From an optimization exercise on the open Yosys and OpenROAD flow, aimed at small area; shortcuts taken in it are not production practice. Function was not checked in any run shown here: the RTL went through the layout flow alone. Power and IR drop assume default switching activity.

## flow/design.v (module list and top-level ports; edited modules follow where they fit)
// module HandwashSensor: 732 lines
module HandwashSensor(
    input clk,
    input reset,
    input acceptLeftHandDistance,
    input [15:0] leftHandDistance,
    input acceptLeftHandGain,
    input [7:0] leftHandGain,
    input acceptRightHandDistance,
    input [15:0] rightHandDistance,
    input acceptRightHandGain,
    input [7:0] rightHandGain,
    output waterOn
);
  // ...
==> flow/run.sh <==
#!/bin/bash
# synth_recipe.tcl (not shown) runs the flow's synth.tcl, then flattens the netlist and writes it again
# the make line also repeats each setting of config.mk as NAME=value (left out here)
make -C /OpenROAD-flow-scripts/flow DESIGN_CONFIG=/design/flow/config.mk WORK_HOME=/design/flow/orfs CLKGATE_MAP_FILE= SYNTH_SCRIPT=/design/flow/synth_recipe.tcl finish
==> flow/config.mk <==
export PLATFORM = sky130hd
export DESIGN_NAME = HandwashSensor
export DESIGN_NICKNAME = HandwashSensor
export VERILOG_FILES = /design/flow/design.v
export SDC_FILE = /design/flow/constraint.sdc
export NUM_CORES = 4
export LEC_CHECK = 0
export CAP_MARGIN = 20
export CORE_MARGIN = 2
export CORE_UTILIZATION = 40
export SLEW_MARGIN = 20
==> flow/constraint.sdc <==
create_clock -name core_clock -period 7.0 [get_ports {clk}]
set_input_delay 1.4000 -clock core_clock [delete_from_list [all_inputs] [get_ports {clk}]]
set_output_delay 1.4000 -clock core_clock [all_outputs]
set_load 0.01 [all_outputs]
==> run_results.csv, run 1 <==
group,metric,value,unit
outcome,status,"failed layout checks",
outcome,violatedChecks,"setup timing",
cells_and_area,nonClkBufAreaFrac,0.106,
route,ant_nets,0,
route,drt-total-wl,18500,microns
cells_and_area,n_all_inverters,104,
route,route.vias.total,5461,
critical_path,critPathMostFrequentCell,"fa_2",
timing,period_share,1.18,
timing,finalWorstSetupSlack,-1.29,ns
critical_path,r2r-start,"rightHandGainHeld[3]",
placement,gp_congestion,0.838,
cells_and_area,finalInstanceArea,9240,sq um
clock_network,cts_root_buf,"clkbuf_16",
route,drcViolationCount,0,
placement,dp_hpwl,15100,microns
cells_and_area,layout.cells.non_filler,1127,
power_and_ir_drop,p_leak,0.00305,uW
synth,synth_most_common_cell,"fa_1",
power_and_ir_drop,net-switching-power,323,uW
placement,dpl_worst_slack,-1.48,ns
critical_path,path_class,"reg -> reg",
global_routing,grt_max_degree,50,
clock_network,clk_pin_slew,0.07,ns
floorplanning,die_area,20600,sq um
synth,syn_area_per_cell,9.91,sq um
cells_and_area,nFlopsAndLatches,49,
floorplanning,die_y,143,microns
timing,report.final.setup_viol,1,
critical_path,endpoint,"waterOnReg",
synth,synth_top_family_by_area,"adder cells",
timing,tightest_slew,1.04,ns
critical_path,worstSetupPathDepth,34,
power_and_ir_drop,clockPowerShare,0.319,
cells_and_area,register_area,1020,sq um
min_path,hold_path_class,"reg -> reg",
power_and_ir_drop,pg_seq,323,uW
power_and_ir_drop,swShare,0.338,
==> inputs of run 2 (changes only) <==
--- a/flow/design.v
+++ b/flow/design.v
@@ -311,54 +311,54 @@
 wire l_c153 = (l_pp_8_7 & l_pp_9_6) | ((l_pp_8_7 | l_pp_9_6) & l_c135);
 wire l_s154 = l_pp_8_7 ^ l_pp_9_6 ^ l_c135;
 wire l_c155 = (l_c137 & l_s150) | ((l_c137 | l_s150) & l_s152);
 wire l_s156 = l_c137 ^ l_s150 ^ l_s152;
 wire l_c157 = (l_c139 & l_c141) | ((l_c139 | l_c141) & l_s154);
 wire l_s158 = l_c139 ^ l_c141 ^ l_s154;
 wire l_c159 = (l_s156 & l_c143) | ((l_s156 | l_c143) & l_s158);
 wire l_s160 = l_s156 ^ l_c143 ^ l_s158;
-wire l_c161 = (l_c145 & l_s160) | ((l_c145 | l_s160) & l_c147);
-wire l_s162 = l_c145 ^ l_s160 ^ l_c147;
+wire l_c161 = l_c145 & l_s160;
+wire l_s162 = l_c145 ^ l_s160;
 wire l_c163 = (l_pp_10_6 & l_pp_11_5) | ((l_pp_10_6 | l_pp_11_5) & l_pp_12_4);
 wire l_s164 = l_pp_10_6 ^ l_pp_11_5 ^ l_pp_12_4;
 wire l_c165 = (l_pp_13_3 & l_pp_14_2) | ((l_pp_13_3 | l_pp_14_2) & l_pp_15_1);
 wire l_s166 = l_pp_13_3 ^ l_pp_14_2 ^ l_pp_15_1;
 wire l_c167 = (l_pp_9_7 & l_c149) | ((l_pp_9_7 | l_c149) & l_c151);
 wire l_s168 = l_pp_9_7 ^ l_c149 ^ l_c151;
 wire l_c169 = (l_s164 & l_s166) | ((l_s164 | l_s166) & l_c153);
 wire l_s170 = l_s164 ^ l_s166 ^ l_c153;
 wire l_c171 = (l_c155 & l_s168) | ((l_c155 | l_s168) & l_c157);
 wire l_s172 = l_c155 ^ l_s168 ^ l_c157;
 wire l_c173 = (l_s170 & l_c159) | ((l_s170 | l_c159) & l_s172);
 wire l_s174 = l_s170 ^ l_c159 ^ l_s172;
-wire l_c175 = l_s174 & l_c161;
-wire l_s176 = l_s174 ^ l_c161;
+wire l_c175 = l_c161 & l_s174;
+wire l_s176 = l_c161 ^ l_s174;
 wire l_c177 = (l_pp_10_7 & l_pp_11_6) | ((l_pp_10_7 | l_pp_11_6) & l_pp_12_5);
 wire l_s178 = l_pp_10_7 ^ l_pp_11_6 ^ l_pp_12_5;
 wire l_c179 = (l_pp_13_4 & l_pp_14_3) | ((l_pp_13_4 | l_pp_14_3) & l_pp_15_2);
 wire l_s180 = l_pp_13_4 ^ l_pp_14_3 ^ l_pp_15_2;
 wire l_c181 = (l_c163 & l_c165) | ((l_c163 | l_c165) & l_s178);
 wire l_s182 = l_c163 ^ l_c165 ^ l_s178;
-wire l_c183 = (l_s180 & l_c167) | ((l_s180 | l_c167) & l_s182);
-wire l_s184 = l_s180 ^ l_c167 ^ l_s182;
-wire l_c185 = (l_c169 & l_s184) | ((l_c169 | l_s184) & l_c171);
-wire l_s186 = l_c169 ^ l_s184 ^ l_c171;
+wire l_c183 = (l_s180 & l_c167) | ((l_s180 | l_c167) & l_c169);
+wire l_s184 = l_s180 ^ l_c167 ^ l_c169;
+wire l_c185 = (l_s182 & l_c171) | ((l_s182 | l_c171) & l_s184);
+wire l_s186 = l_s182 ^ l_c171 ^ l_s184;
 wire l_c187 = (l_c173 & l_s186) | ((l_c173 | l_s186) & l_c175);
 wire l_s188 = l_c173 ^ l_s186 ^ l_c175;
 wire l_c189 = (l_pp_11_7 & l_pp_12_6) | ((l_pp_11_7 | l_pp_12_6) & l_pp_13_5);
 wire l_s190 = l_pp_11_7 ^ l_pp_12_6 ^ l_pp_13_5;
 wire l_c191 = (l_pp_14_4 & l_pp_15_3) | ((l_pp_14_4 | l_pp_15_3) & l_c177);
 wire l_s192 = l_pp_14_4 ^ l_pp_15_3 ^ l_c177;
 wire l_c193 = (l_c179 & l_s190) | ((l_c179 | l_s190) & l_c181);
 wire l_s194 = l_c179 ^ l_s190 ^ l_c181;
 wire l_c195 = (l_s192 & l_c183) | ((l_s192 | l_c183) & l_s194);
 wire l_s196 = l_s192 ^ l_c183 ^ l_s194;
-wire l_c197 = (l_s196 & l_c185) | ((l_s196 | l_c185) & l_c187);
-wire l_s198 = l_s196 ^ l_c185 ^ l_c187;
+wire l_c197 = (l_c185 & l_s196) | ((l_c185 | l_s196) & l_c187);
+wire l_s198 = l_c185 ^ l_s196 ^ l_c187;
 wire l_c199 = (l_pp_12_7 & l_pp_13_6) | ((l_pp_12_7 | l_pp_13_6) & l_pp_14_5);
 wire l_s200 = l_pp_12_7 ^ l_pp_13_6 ^ l_pp_14_5;
 wire l_c201 = (l_pp_15_4 & l_c189) | ((l_pp_15_4 | l_c189) & l_s200);
 wire l_s202 = l_pp_15_4 ^ l_c189 ^ l_s200;
 wire l_c203 = (l_c191 & l_s202) | ((l_c191 | l_s202) & l_c193);
 wire l_s204 = l_c191 ^ l_s202 ^ l_c193;
 wire l_c205 = (l_c195 & l_s204) | ((l_c195 | l_s204) & l_c197);
 wire l_s206 = l_c195 ^ l_s204 ^ l_c197;
@@ -368,17 +368,24 @@
 wire l_s210 = l_c199 ^ l_s208 ^ l_c201;
 wire l_c211 = (l_s210 & l_c203) | ((l_s210 | l_c203) & l_c205);
 wire l_s212 = l_s210 ^ l_c203 ^ l_c205;
 wire l_c213 = (l_pp_14_7 & l_pp_15_6) | ((l_pp_14_7 | l_pp_15_6) & l_c207);
 wire l_s214 = l_pp_14_7 ^ l_pp_15_6 ^ l_c207;
 wire l_c215 = (l_s214 & l_c209) | ((l_s214 | l_c209) & l_c211);
 wire l_s216 = l_s214 ^ l_c209 ^ l_c211;
 wire l_s217 = l_pp_15_7 ^ l_c213 ^ l_c215;
-wire [15:0] lHand = {l_s217, l_s216, l_s212, l_s206, l_s198, l_s188, l_s176, l_s162, l_s148, l_s134, l_s120, l_s106, l_s92, l_s78, l_s64, l_s50};
+wire [7:0] l_top = {l_s217, l_s216, l_s212, l_s206, l_s198, l_s188, l_s176, l_s162};
+wire [7:0] l_low = {l_s148, l_s134, l_s120, l_s106, l_s92, l_s78, l_s64, l_s50};
+wire l_cK = l_c147;
+wire l_topZero = l_cK ? (l_top == 8'd255) : (l_top == 8'd0);
+wire l_topLtQ = l_cK ? ((l_top < 8'd4) | (l_top == 8'd255)) : (l_top < 8'd5);
+wire l_topEqQ = l_cK ? (l_top == 8'd4) : (l_top == 8'd5);
+wire l_nonZero = ~(l_topZero & (l_low == 8'd0));
+wire l_belowThreshold = l_topLtQ | (l_topEqQ & (l_low < 8'd220));
 wire r_pp_0_0 = rightHandDistanceHeld[0] & rightHandGainHeld[0];
 wire r_pp_0_1 = rightHandDistanceHeld[0] & rightHandGainHeld[1];
 wire r_pp_0_2 = rightHandDistanceHeld[0] & rightHandGainHeld[2];
 wire r_pp_0_3 = rightHandDistanceHeld[0] & rightHandGainHeld[3];
 wire r_pp_0_4 = rightHandDistanceHeld[0] & rightHandGainHeld[4];
 wire r_pp_0_5 = rightHandDistanceHeld[0] & rightHandGainHeld[5];
 wire r_pp_0_6 = rightHandDistanceHeld[0] & rightHandGainHeld[6];
 wire r_pp_0_7 = rightHandDistanceHeld[0] & rightHandGainHeld[7];
@@ -657,54 +664,54 @@
 wire r_c153 = (r_pp_8_7 & r_pp_9_6) | ((r_pp_8_7 | r_pp_9_6) & r_c135);
 wire r_s154 = r_pp_8_7 ^ r_pp_9_6 ^ r_c135;
 wire r_c155 = (r_c137 & r_s150) | ((r_c137 | r_s150) & r_s152);
 wire r_s156 = r_c137 ^ r_s150 ^ r_s152;
 wire r_c157 = (r_c139 & r_c141) | ((r_c139 | r_c141) & r_s154);
 wire r_s158 = r_c139 ^ r_c141 ^ r_s154;
 wire r_c159 = (r_s156 & r_c143) | ((r_s156 | r_c143) & r_s158);
 wire r_s160 = r_s156 ^ r_c143 ^ r_s158;
-wire r_c161 = (r_c145 & r_s160) | ((r_c145 | r_s160) & r_c147);
-wire r_s162 = r_c145 ^ r_s160 ^ r_c147;
+wire r_c161 = r_c145 & r_s160;
+wire r_s162 = r_c145 ^ r_s160;
 wire r_c163 = (r_pp_10_6 & r_pp_11_5) | ((r_pp_10_6 | r_pp_11_5) & r_pp_12_4);
 wire r_s164 = r_pp_10_6 ^ r_pp_11_5 ^ r_pp_12_4;
 wire r_c165 = (r_pp_13_3 & r_pp_14_2) | ((r_pp_13_3 | r_pp_14_2) & r_pp_15_1);
 wire r_s166 = r_pp_13_3 ^ r_pp_14_2 ^ r_pp_15_1;
 wire r_c167 = (r_pp_9_7 & r_c149) | ((r_pp_9_7 | r_c149) & r_c151);
 wire r_s168 = r_pp_9_7 ^ r_c149 ^ r_c151;
 wire r_c169 = (r_s164 & r_s166) | ((r_s164 | r_s166) & r_c153);
 wire r_s170 = r_s164 ^ r_s166 ^ r_c153;
 wire r_c171 = (r_c155 & r_s168) | ((r_c155 | r_s168) & r_c157);
 wire r_s172 = r_c155 ^ r_s168 ^ r_c157;
 wire r_c173 = (r_s170 & r_c159) | ((r_s170 | r_c159) & r_s172);
 wire r_s174 = r_s170 ^ r_c159 ^ r_s172;
-wire r_c175 = r_s174 & r_c161;
-wire r_s176 = r_s174 ^ r_c161;
+wire r_c175 = r_c161 & r_s174;
+wire r_s176 = r_c161 ^ r_s174;
 wire r_c177 = (r_pp_10_7 & r_pp_11_6) | ((r_pp_10_7 | r_pp_11_6) & r_pp_12_5);
 wire r_s178 = r_pp_10_7 ^ r_pp_11_6 ^ r_pp_12_5;
 wire r_c179 = (r_pp_13_4 & r_pp_14_3) | ((r_pp_13_4 | r_pp_14_3) & r_pp_15_2);
 wire r_s180 = r_pp_13_4 ^ r_pp_14_3 ^ r_pp_15_2;
 wire r_c181 = (r_c163 & r_c165) | ((r_c163 | r_c165) & r_s178);
 wire r_s182 = r_c163 ^ r_c165 ^ r_s178;
-wire r_c183 = (r_s180 & r_c167) | ((r_s180 | r_c167) & r_s182);
-wire r_s184 = r_s180 ^ r_c167 ^ r_s182;
-wire r_c185 = (r_c169 & r_s184) | ((r_c169 | r_s184) & r_c171);
-wire r_s186 = r_c169 ^ r_s184 ^ r_c171;
+wire r_c183 = (r_s180 & r_c167) | ((r_s180 | r_c167) & r_c169);
+wire r_s184 = r_s180 ^ r_c167 ^ r_c169;
+wire r_c185 = (r_s182 & r_c171) | ((r_s182 | r_c171) & r_s184);
+wire r_s186 = r_s182 ^ r_c171 ^ r_s184;
 wire r_c187 = (r_c173 & r_s186) | ((r_c173 | r_s186) & r_c175);
 wire r_s188 = r_c173 ^ r_s186 ^ r_c175;
 wire r_c189 = (r_pp_11_7 & r_pp_12_6) | ((r_pp_11_7 | r_pp_12_6) & r_pp_13_5);
 wire r_s190 = r_pp_11_7 ^ r_pp_12_6 ^ r_pp_13_5;
 wire r_c191 = (r_pp_14_4 & r_pp_15_3) | ((r_pp_14_4 | r_pp_15_3) & r_c177);
 wire r_s192 = r_pp_14_4 ^ r_pp_15_3 ^ r_c177;
 wire r_c193 = (r_c179 & r_s190) | ((r_c179 | r_s190) & r_c181);
 wire r_s194 = r_c179 ^ r_s190 ^ r_c181;
 wire r_c195 = (r_s192 & r_c183) | ((r_s192 | r_c183) & r_s194);
 wire r_s196 = r_s192 ^ r_c183 ^ r_s194;
-wire r_c197 = (r_s196 & r_c185) | ((r_s196 | r_c185) & r_c187);
-wire r_s198 = r_s196 ^ r_c185 ^ r_c187;
+wire r_c197 = (r_c185 & r_s196) | ((r_c185 | r_s196) & r_c187);
+wire r_s198 = r_c185 ^ r_s196 ^ r_c187;
 wire r_c199 = (r_pp_12_7 & r_pp_13_6) | ((r_pp_12_7 | r_pp_13_6) & r_pp_14_5);
 wire r_s200 = r_pp_12_7 ^ r_pp_13_6 ^ r_pp_14_5;
 wire r_c201 = (r_pp_15_4 & r_c189) | ((r_pp_15_4 | r_c189) & r_s200);
 wire r_s202 = r_pp_15_4 ^ r_c189 ^ r_s200;
 wire r_c203 = (r_c191 & r_s202) | ((r_c191 | r_s202) & r_c193);
 wire r_s204 = r_c191 ^ r_s202 ^ r_c193;
 wire r_c205 = (r_c195 & r_s204) | ((r_c195 | r_s204) & r_c197);
 wire r_s206 = r_c195 ^ r_s204 ^ r_c197;
@@ -714,19 +721,25 @@
 wire r_s210 = r_c199 ^ r_s208 ^ r_c201;
 wire r_c211 = (r_s210 & r_c203) | ((r_s210 | r_c203) & r_c205);
 wire r_s212 = r_s210 ^ r_c203 ^ r_c205;
 wire r_c213 = (r_pp_14_7 & r_pp_15_6) | ((r_pp_14_7 | r_pp_15_6) & r_c207);
 wire r_s214 = r_pp_14_7 ^ r_pp_15_6 ^ r_c207;
 wire r_c215 = (r_s214 & r_c209) | ((r_s214 | r_c209) & r_c211);
 wire r_s216 = r_s214 ^ r_c209 ^ r_c211;
 wire r_s217 = r_pp_15_7 ^ r_c213 ^ r_c215;
-wire [15:0] rHand = {r_s217, r_s216, r_s212, r_s206, r_s198, r_s188, r_s176, r_s162, r_s148, r_s134, r_s120, r_s106, r_s92, r_s78, r_s64, r_s50};
+wire [7:0] r_top = {r_s217, r_s216, r_s212, r_s206, r_s198, r_s188, r_s176, r_s162};
+wire [7:0] r_low = {r_s148, r_s134, r_s120, r_s106, r_s92, r_s78, r_s64, r_s50};
+wire r_cK = r_c147;
+wire r_topZero = r_cK ? (r_top == 8'd255) : (r_top == 8'd0);
+wire r_topLtQ = r_cK ? ((r_top < 8'd4) | (r_top == 8'd255)) : (r_top < 8'd5);
+wire r_topEqQ = r_cK ? (r_top == 8'd4) : (r_top == 8'd5);
+wire r_nonZero = ~(r_topZero & (r_low == 8'd0));
+wire r_belowThreshold = r_topLtQ | (r_topEqQ & (r_low < 8'd220));
 reg waterOnReg;
 always @(posedge clk) begin
     if (reset)
         waterOnReg <= 1'b0;
     else
-        waterOnReg <= lHand != 16'd0 && rHand != 16'd0 &&
-                      (lHand < 16'd1500 || rHand < 16'd1500);
+        waterOnReg <= l_nonZero & r_nonZero & (l_belowThreshold | r_belowThreshold);
 end
 assign waterOn = waterOnReg;
 endmodule
==> run_results.csv, run 2 <==
group,metric,value,unit
cells_and_area,fillCellCount,1971,
global_routing,antenna_found_initial,0,
placement,gp_congestion,0.809,
critical_path,cp_max_fo,4,
synth,synthArstFlopShare,0,
synth,synth_area_leaders,"fa_1 50%, dfxtp_1 12%, and2_1 8.6%, inv_1 6.9%, nand2_1 6.7%",
clock_network,cts_num_sinks,49,
power_and_ir_drop,power_density,97.6,nW/um^2
global_routing,grt.total_usage,0.184,
route,drt-total-wl,18100,microns
critical_path,critPathCaptureType,"flip-flop",
timing,report.final.setup_viol,0,
timing,period_minus_slack,6.69,ns
timing,fmax,0.150,GHz
cells_and_area,multi_input_area,6430,sq um
clock_network,clk_latency,0.31,ns
synth,synth_area,8120,sq um
critical_path,arrival,6.92,ns
timing,relSlewSlack,0.284,
cells_and_area,largestRegisters,"leftHandDistanceHeld: 16 flops, rightHandDistanceHeld: 16 flops",
cells_and_area,drive_gt1_frac,0.0776,
critical_path,path_class,"reg -> reg",
cells_and_area,fin_nets,1165,
placement,dpl-instance-area,9080,sq um
cells_and_area,n_antenna_cell,0,
synth,syn_area_per_cell,9.57,sq um
critical_path,critPathMostFrequentCell,"fa_1",
critical_path,cpPeakStageDelay,0.62,ns
floorplanning,io_pins,55,
timing,tightest_slew,1.07,ns
route,firstDrtPassIters,6,
route,ant_nets,0,
synth,synth_warnings,1,
placement,dp_hpwl,14900,microns
floorplanning,die_y,146,microns
synth,synthTopCellsByCount,"204 x fa_1, 150 x inv_1, 144 x nand2_1",
timing,finalClockSkew,0.00497,ns
synth,synth_top_flop_cell,"dfxtp_1",
route,via_per_inst,4.82,
synth,synth_cells,848,
route,drcViolationCount,0,
synth,synth_cell_types,35,
cells_and_area,layout.cells.non_filler,1172,
synth,synth_top_area_cell,"fa_1",
timing,hold_violations,0,
global_routing,grt_pass1_vias,6364,
route,wl_per_cell,15.5,microns
clock_network,numCtsBuffers,5,
cells_and_area,register_area,998,sq um
placement,dp.cells,1164,
critical_path,cp-start-kind,"flip-flop",
synth,synth_edf_count,0,
synth,ys_seq_elements,49,
synth,synth_top_area_share,0.503,
cells_and_area,final_common_cell,"fa_1",
route,route.vias.total,5652,
floorplanning,die_area,21400,sq um
floorplanning,initial_core_util,0.405,
timing,slew_violations,0,
synth,ys_seq_area_frac,0.121,
cells_and_area,area_growth,14.3,%
floorplanning,die_x,146,microns
placement,io_buffers,54,
flow_run,cap_violations,0,
timing,tns,0,ns
global_routing,grt_pass1_wl,31600,microns
cells_and_area,mostFrequentLayoutCells,"199 x fa_1, 150 x inv_1, 144 x nand2_1",
clock_network,cts_root_buf,"clkbuf_16",
min_path,hold_path_class,"reg -> reg",
synth,synth_most_common_cell,"fa_1",
global_routing,grt_max_degree,51,
clock_network,clk_pin_slew,0.08,ns
power_and_ir_drop,p_leak,0.00384,uW
synth,synth_nets,1112,
timing,rsz0062_at_grt,"no",
route,drtIter0Drc,223,
global_routing,gr-total-overflow,0,
clock_network,h-tree-depth,2,
power_and_ir_drop,peakVddDrop,0.0817,mV
clock_network,cts.path.max_buffers,2,
floorplanning,rows,52,
timing,period_share,0.955,
critical_path,cp.required,7.23,ns
clock_network,cts_tree,"done",
floorplanning,fp.coreArea,20000,sq um
cells_and_area,finalInstanceArea,9270,sq um
critical_path,crit_slowest_cell,"or4b_2",
outcome,status,"no timing/DRC/antenna violations",
cells_and_area,fin_util,0.463,
## run 2: logic make-up after synthesis
logic type	count (synthesis)	share of synthesized area
buf+inv	193	0.0902
simple gates	332	0.200
flops	49	0.121
compound gates	12	0.0120
xor+xnor	4	0.00524
mux	48	0.0592
fa+ha+maj	210	0.512
## run 2: layout make-up
type | instances | area share
clock buffer | 5 | 0.0135
inverter | 150 | 0.0607
sequential | 49 | 0.108
clock inverter | 3 | 0.00283
tap | 270 | 0.0364
multi-input combinational | 606 | 0.693
timing repair buffer | 89 | 0.0855
## run 2: timing repair
item,4_1_cts,5_1_grt
buffers inserted,0,0
setup endpoints to repair,1,1
endpoints found under the hold margin,0,0
hold buffers,0,0
resized for setup,3,17
cloned,0,0
pin swaps,0,3
## run 2: final timing paths
path	start	to	cells past startpoint	slack, ns
worst min-delay path	leftHandDistanceHeld[0]	leftHandDistanceHeld[0]	2	0.51
worst max register to register	rightHandGainHeld[1]	waterOnReg	27	0.31
worst max-delay path	rightHandGainHeld[1]	waterOnReg	27	0.31
worst min register to register	leftHandDistanceHeld[0]	leftHandDistanceHeld[0]	2	0.51
## run 2: layer usage
layer | vias up | global-route usage | routed length (microns)
met2 | 102 | 0.335 | 9510
met3 | 20 | 0.0250 | 630
li1 | 2576 | - | -
met4 | 0 | 0.0282 | 191
met5 | - | 0 | 0
met1 | 2954 | 0.240 | 7790
## run 2: critical path, delay by kind of cell, from the launching register on
family                   cells  cell delay [ns]
adder cells (fa/ha/maj)     13             4.25
AND/OR/NAND/NOR              4             0.92
AO/OA/AOI/OAI                3             0.61
buffers and inverters        7             0.43
flip-flops                   1             0.41
## run 2: stage by stage
step           power (uW)  hold slack [ns]  setup WS (ns)
3_5_place_dp          643            0.527        -0.0715
4_1_cts               921            0.545       0.000142
2_1_floorplan         520            0.528         0.0252
5_1_grt               971            0.570       0.000187
3_3_place_gp          638            0.518         0.0948
6_report              905            0.510          0.315
## run 2: report_power, final
| part | switching [uW] | leakage (uW) | internal, uW |
|---|---|---|---|
| logic | 167 | 0.00337 | 145 |
| clock network | 134 | 0.0000680 | 136 |
| registers | 26.4 | 0.000409 | 298 |

## afterwards: timing with drivers on the ports
How much do the figures lean on ideal ports? The routed layouts below were timed once more, with nothing changed but the port constraints. Step 1, drivers: a clkbuf_16 drives clk and a buf_2 each remaining input, both assumed. Step 2 times the ports against the registers' clock, not the clock port: input delays grow and output delays shrink by t, the midpoint of the rising clock arrivals with the driver on. Slacks: no drivers / after step 1 / after step 2; pairs: no drivers / after step 1.
run	t, ns	setup slack, ns	worst register clock-pin slew, ns
run 1	0.341	-1.292 / -1.292 / -1.292	0.07 / 0.07
run 2	0.342	0.315 / 0.315 / 0.315	0.08 / 0.08
